Background: an optimization exercise with open tools, aiming at small area, a short achievable clock period and few clock cycles per item. Do not read the settings as production practice.
Where RTL was checked, it was by simulation tests only, not by an equivalence proof against the original.
Power figures rest on the tool's default switching activity, not on a simulated workload.

== rev 12 ==
==> flow/design.v <==
module cache_controller(
    input  logic         clk,
    input  logic         rst_n,
    input  logic         read_req,      
    input  logic         write_req,     
    input  logic         cache_flush,   
    input  logic [31:0]  p_addr,        
    output logic [31:0]  m_addr,        
    input  logic [31:0]  p_w_data,      
    output logic [31:0]  p_r_data,      
    input  logic [127:0] m_r_data,      
    output logic [127:0] m_w_data,      
    input  logic         main_mem_ack,  
    output logic         mem_write,     
    output logic         mem_read,      
    output logic         stall,         
    output logic         p_ready        
);
    localparam PB = 3;      
    logic [127:0] line;     
    logic [27:0]  tag;      
    logic         valid;
    logic         dirty;
    logic         hit_r;    
    logic         miss_r;   
    logic         rd_r;     
    logic         wr_r;     
    logic         ack_r;    
    logic [3:0]   selm_r;   
    logic [3:0]   sell_r;   
    logic         rw, match, miss, fill_done, wb_done;
    logic [3:0]   word;     
    logic [3:0]   wsel;     
    logic [3:0]   fsel;     
    logic [3:0]   hold;     
    logic [127:0] line_d;
    assign rw    = read_req | write_req;
    assign match = valid && (tag == p_addr[31:4]);
    assign miss  = !(valid && (tag[PB-1:0] == p_addr[PB+3:4])) || miss_r;
    assign fill_done = rd_r && main_mem_ack;
    assign wb_done   = wr_r && main_mem_ack;
    assign mem_write = dirty && ((rw && miss) || cache_flush);
    assign mem_read  = rw && !dirty && miss;
    assign m_addr    = {(dirty ? tag : p_addr[31:4]), 4'b0000};
    assign m_w_data  = line;
    assign p_ready = (rw && hit_r) || (main_mem_ack && ack_r) || (cache_flush && !dirty);
    assign stall   = (read_req | write_req | cache_flush) & ~p_ready;
    always_comb begin
        p_r_data = 32'd0;
        for (int k = 0; k < 4; k++)
            p_r_data = p_r_data
                     | ({32{selm_r[k]}} & m_r_data[32*k +: 32])
                     | ({32{sell_r[k]}} & line[32*k +: 32]);
    end
    always_comb begin
        for (int k = 0; k < 4; k++) begin
            word[k] = (p_addr[3:2] == 2'(k));
            wsel[k] = write_req && word[k] && (hit_r || fill_done);
            fsel[k] = fill_done && !wsel[k];
            hold[k] = !wsel[k] && !fill_done;
            line_d[32*k +: 32] = ({32{hold[k]}} & line[32*k +: 32])
                               | ({32{wsel[k]}} & p_w_data)
                               | ({32{fsel[k]}} & m_r_data[32*k +: 32]);
        end
    end
    always_ff @(posedge clk) begin
        line   <= line_d;
        selm_r <= word & {4{mem_read && !main_mem_ack}};
        sell_r <= word & {4{!(mem_read && !main_mem_ack)}};
        if (fill_done)
            tag <= p_addr[31:4];
    end
    always_ff @(posedge clk or negedge rst_n) begin
        if (!rst_n) begin
            valid  <= 1'b0;
            dirty  <= 1'b0;
            hit_r  <= 1'b0;
            miss_r <= 1'b0;
            rd_r   <= 1'b0;
            wr_r   <= 1'b0;
            ack_r  <= 1'b0;
        end else begin
            hit_r  <= stall && match;
            miss_r <= stall && !match;
            rd_r   <= mem_read && !main_mem_ack;
            wr_r   <= mem_write && !main_mem_ack;
            ack_r  <= (mem_read || (mem_write && cache_flush)) && !main_mem_ack;
            if (fill_done)
                valid <= 1'b1;
            if (wb_done)
                dirty <= 1'b0;
            else if (write_req && (hit_r || fill_done))
                dirty <= 1'b1;
        end
    end
endmodule
==> flow/config.mk <==
export PLATFORM = sky130hd
export DESIGN_NAME = cache_controller
export DESIGN_NICKNAME = cache_controller
export VERILOG_FILES = /design/flow/design.v
export SDC_FILE = /design/flow/constraint.sdc
export NUM_CORES = 4
export LEC_CHECK = 0
export CAP_MARGIN = 20
export CORE_MARGIN = 2
export CORE_UTILIZATION = 60
export SETUP_SLACK_MARGIN = 2.8
export SLEW_MARGIN = 20
==> flow/constraint.sdc <==
create_clock -name core_clock -period 6.0 [get_ports {clk}]
set_input_delay 1.2000 -clock core_clock [delete_from_list [all_inputs] [get_ports {clk}]]
set_output_delay 1.2000 -clock core_clock [all_outputs]
set_load 0.01 [all_outputs]
standard.sh (not shown) runs the stock make flow with config.mk's settings and CLKGATE_MAP_FILE= SYNTH_SCRIPT=/design/flow/synth_recipe.tcl, a recipe that flattens the netlist after the stock synthesis.
==> flow/flow/run.sh <==
#!/bin/bash
# Standard layout, with plain buffers on the ports.
cp standard.sh standard_sh_copy.txt
export BUFFER_PORTS_ARGS="-buffer_cell sky130_fd_sc_hd__buf_1"
bash standard.sh > standard.log 2>&1
The flow did not stop early for rev 12: all stages ran, and the layout cleared the timing, design-rule and antenna checks.
Testbench counts of rev 12, summed over its fixed seeds: cycles 67,648, items 12,008.
#### Input delta (rev 13 over rev 12)
--- a/flow/design.v
+++ b/flow/design.v
@@ -28,23 +28,25 @@
     logic         ack_r;    
     logic [3:0]   selm_r;   
     logic [3:0]   sell_r;   
-    logic         rw, match, miss, fill_done, wb_done;
+    logic         rw, any, done, match, miss, fill_done, wb_done;
     logic [3:0]   word;     
     logic [3:0]   wsel;     
     logic [3:0]   fsel;     
     logic [3:0]   hold;     
     logic [127:0] line_d;
     assign rw    = read_req | write_req;
+    assign any   = read_req | write_req | cache_flush;
     assign match = valid && (tag == p_addr[31:4]);
-    assign miss  = !(valid && (tag[PB-1:0] == p_addr[PB+3:4])) || miss_r;
+    assign miss  = (tag[PB-1:0] != p_addr[PB+3:4]) || miss_r;
     assign fill_done = rd_r && main_mem_ack;
     assign wb_done   = wr_r && main_mem_ack;
     assign mem_write = dirty && ((rw && miss) || cache_flush);
     assign mem_read  = rw && !dirty && miss;
     assign m_addr    = {(dirty ? tag : p_addr[31:4]), 4'b0000};
     assign m_w_data  = line;
-    assign p_ready = (rw && hit_r) || (main_mem_ack && ack_r) || (cache_flush && !dirty);
-    assign stall   = (read_req | write_req | cache_flush) & ~p_ready;
+    assign done    = hit_r || (main_mem_ack && ack_r) || (cache_flush && !dirty);
+    assign p_ready = any && done;
+    assign stall   = any && !done;
     always_comb begin
         p_r_data = 32'd0;
         for (int k = 0; k < 4; k++)
@@ -75,13 +77,13 @@
             valid  <= 1'b0;
             dirty  <= 1'b0;
             hit_r  <= 1'b0;
-            miss_r <= 1'b0;
+            miss_r <= 1'b1;
             rd_r   <= 1'b0;
             wr_r   <= 1'b0;
             ack_r  <= 1'b0;
         end else begin
-            hit_r  <= stall && match;
-            miss_r <= stall && !match;
+            hit_r  <= stall && rw && match;
+            miss_r <= (stall && !match) || !(valid || fill_done);
             rd_r   <= mem_read && !main_mem_ack;
             wr_r   <= mem_write && !main_mem_ack;
             ack_r  <= (mem_read || (mem_write && cache_flush)) && !main_mem_ack;
--- outcome ---
Between rev 12 and rev 13, the flow reports post-synthesis area per instance increasing by a few percent. Timing startpoint of the critical path: p_addr[5] -> rev 12, p_addr[6] -> rev 13. In terms of area used by sequential logic in the layout, rev 13 and rev 12 differ only marginally. Source-to-sink clock delay at the later pin of the worst-skew pair delta (rev 12 -> rev 13): insignificant. The lower area after synthesis came out of rev 12. When rev 13 is set beside rev 12, its power turns out to be 8.0% larger. The number of fill cells reported for rev 13 is greater than that of rev 12 by 8. Compared with rev 12, rev 13 shows a peak clock frequency supported by timing that is about 0.9% lower. Rev 13 — die area 5.2% higher, rev 12 as reference. Summary: with rev 12 as the reference, cell area after layout in rev 13 moved up by a few percent. For the total placed instance area, rev 13 came in about 3.7% higher than rev 12 did. Taking rev 12 as the reference, in rev 13 detailed-route wire length went up; fraction of the cycle the final worst path needs went up.
Function not checked in rev 13: the RTL went through the layout flow alone.

port drivers added, routing unchanged:
No port has a modelled driver above. Below, the same layouts with a new extraction and two added sets of constraints. Step 1 assumes that a clkbuf_16 drives the clock port and a buf_2 every other input. Step 2 times the ports against the registers' clock, not the clock port: input delays grow and output delays shrink by t, the midpoint of the rising clock arrivals with the driver on. Slacks: ideal ports / drivers / drivers and shift; pairs: ideal ports / drivers.
| run | t (ns) | setup slack, ns | hold WS [ns] | slew at the worst register clock pin (ns) |
|---|---|---|---|---|
| rev 12 | 0.468 | 2.708 / 2.670 / 2.617 | 0.450 / 0.450 / 0.450 | 0.07 / 0.07 |
| rev 13 | 0.470 | 2.677 / 2.627 / 2.535 | 0.423 / 0.423 / 0.423 | 0.07 / 0.07 |
After both steps every run listed still meets setup and hold. For rev 13, which loses most, drivers alone change the setup slack by -0.050 ns; drivers and shift together by -0.142 ns.
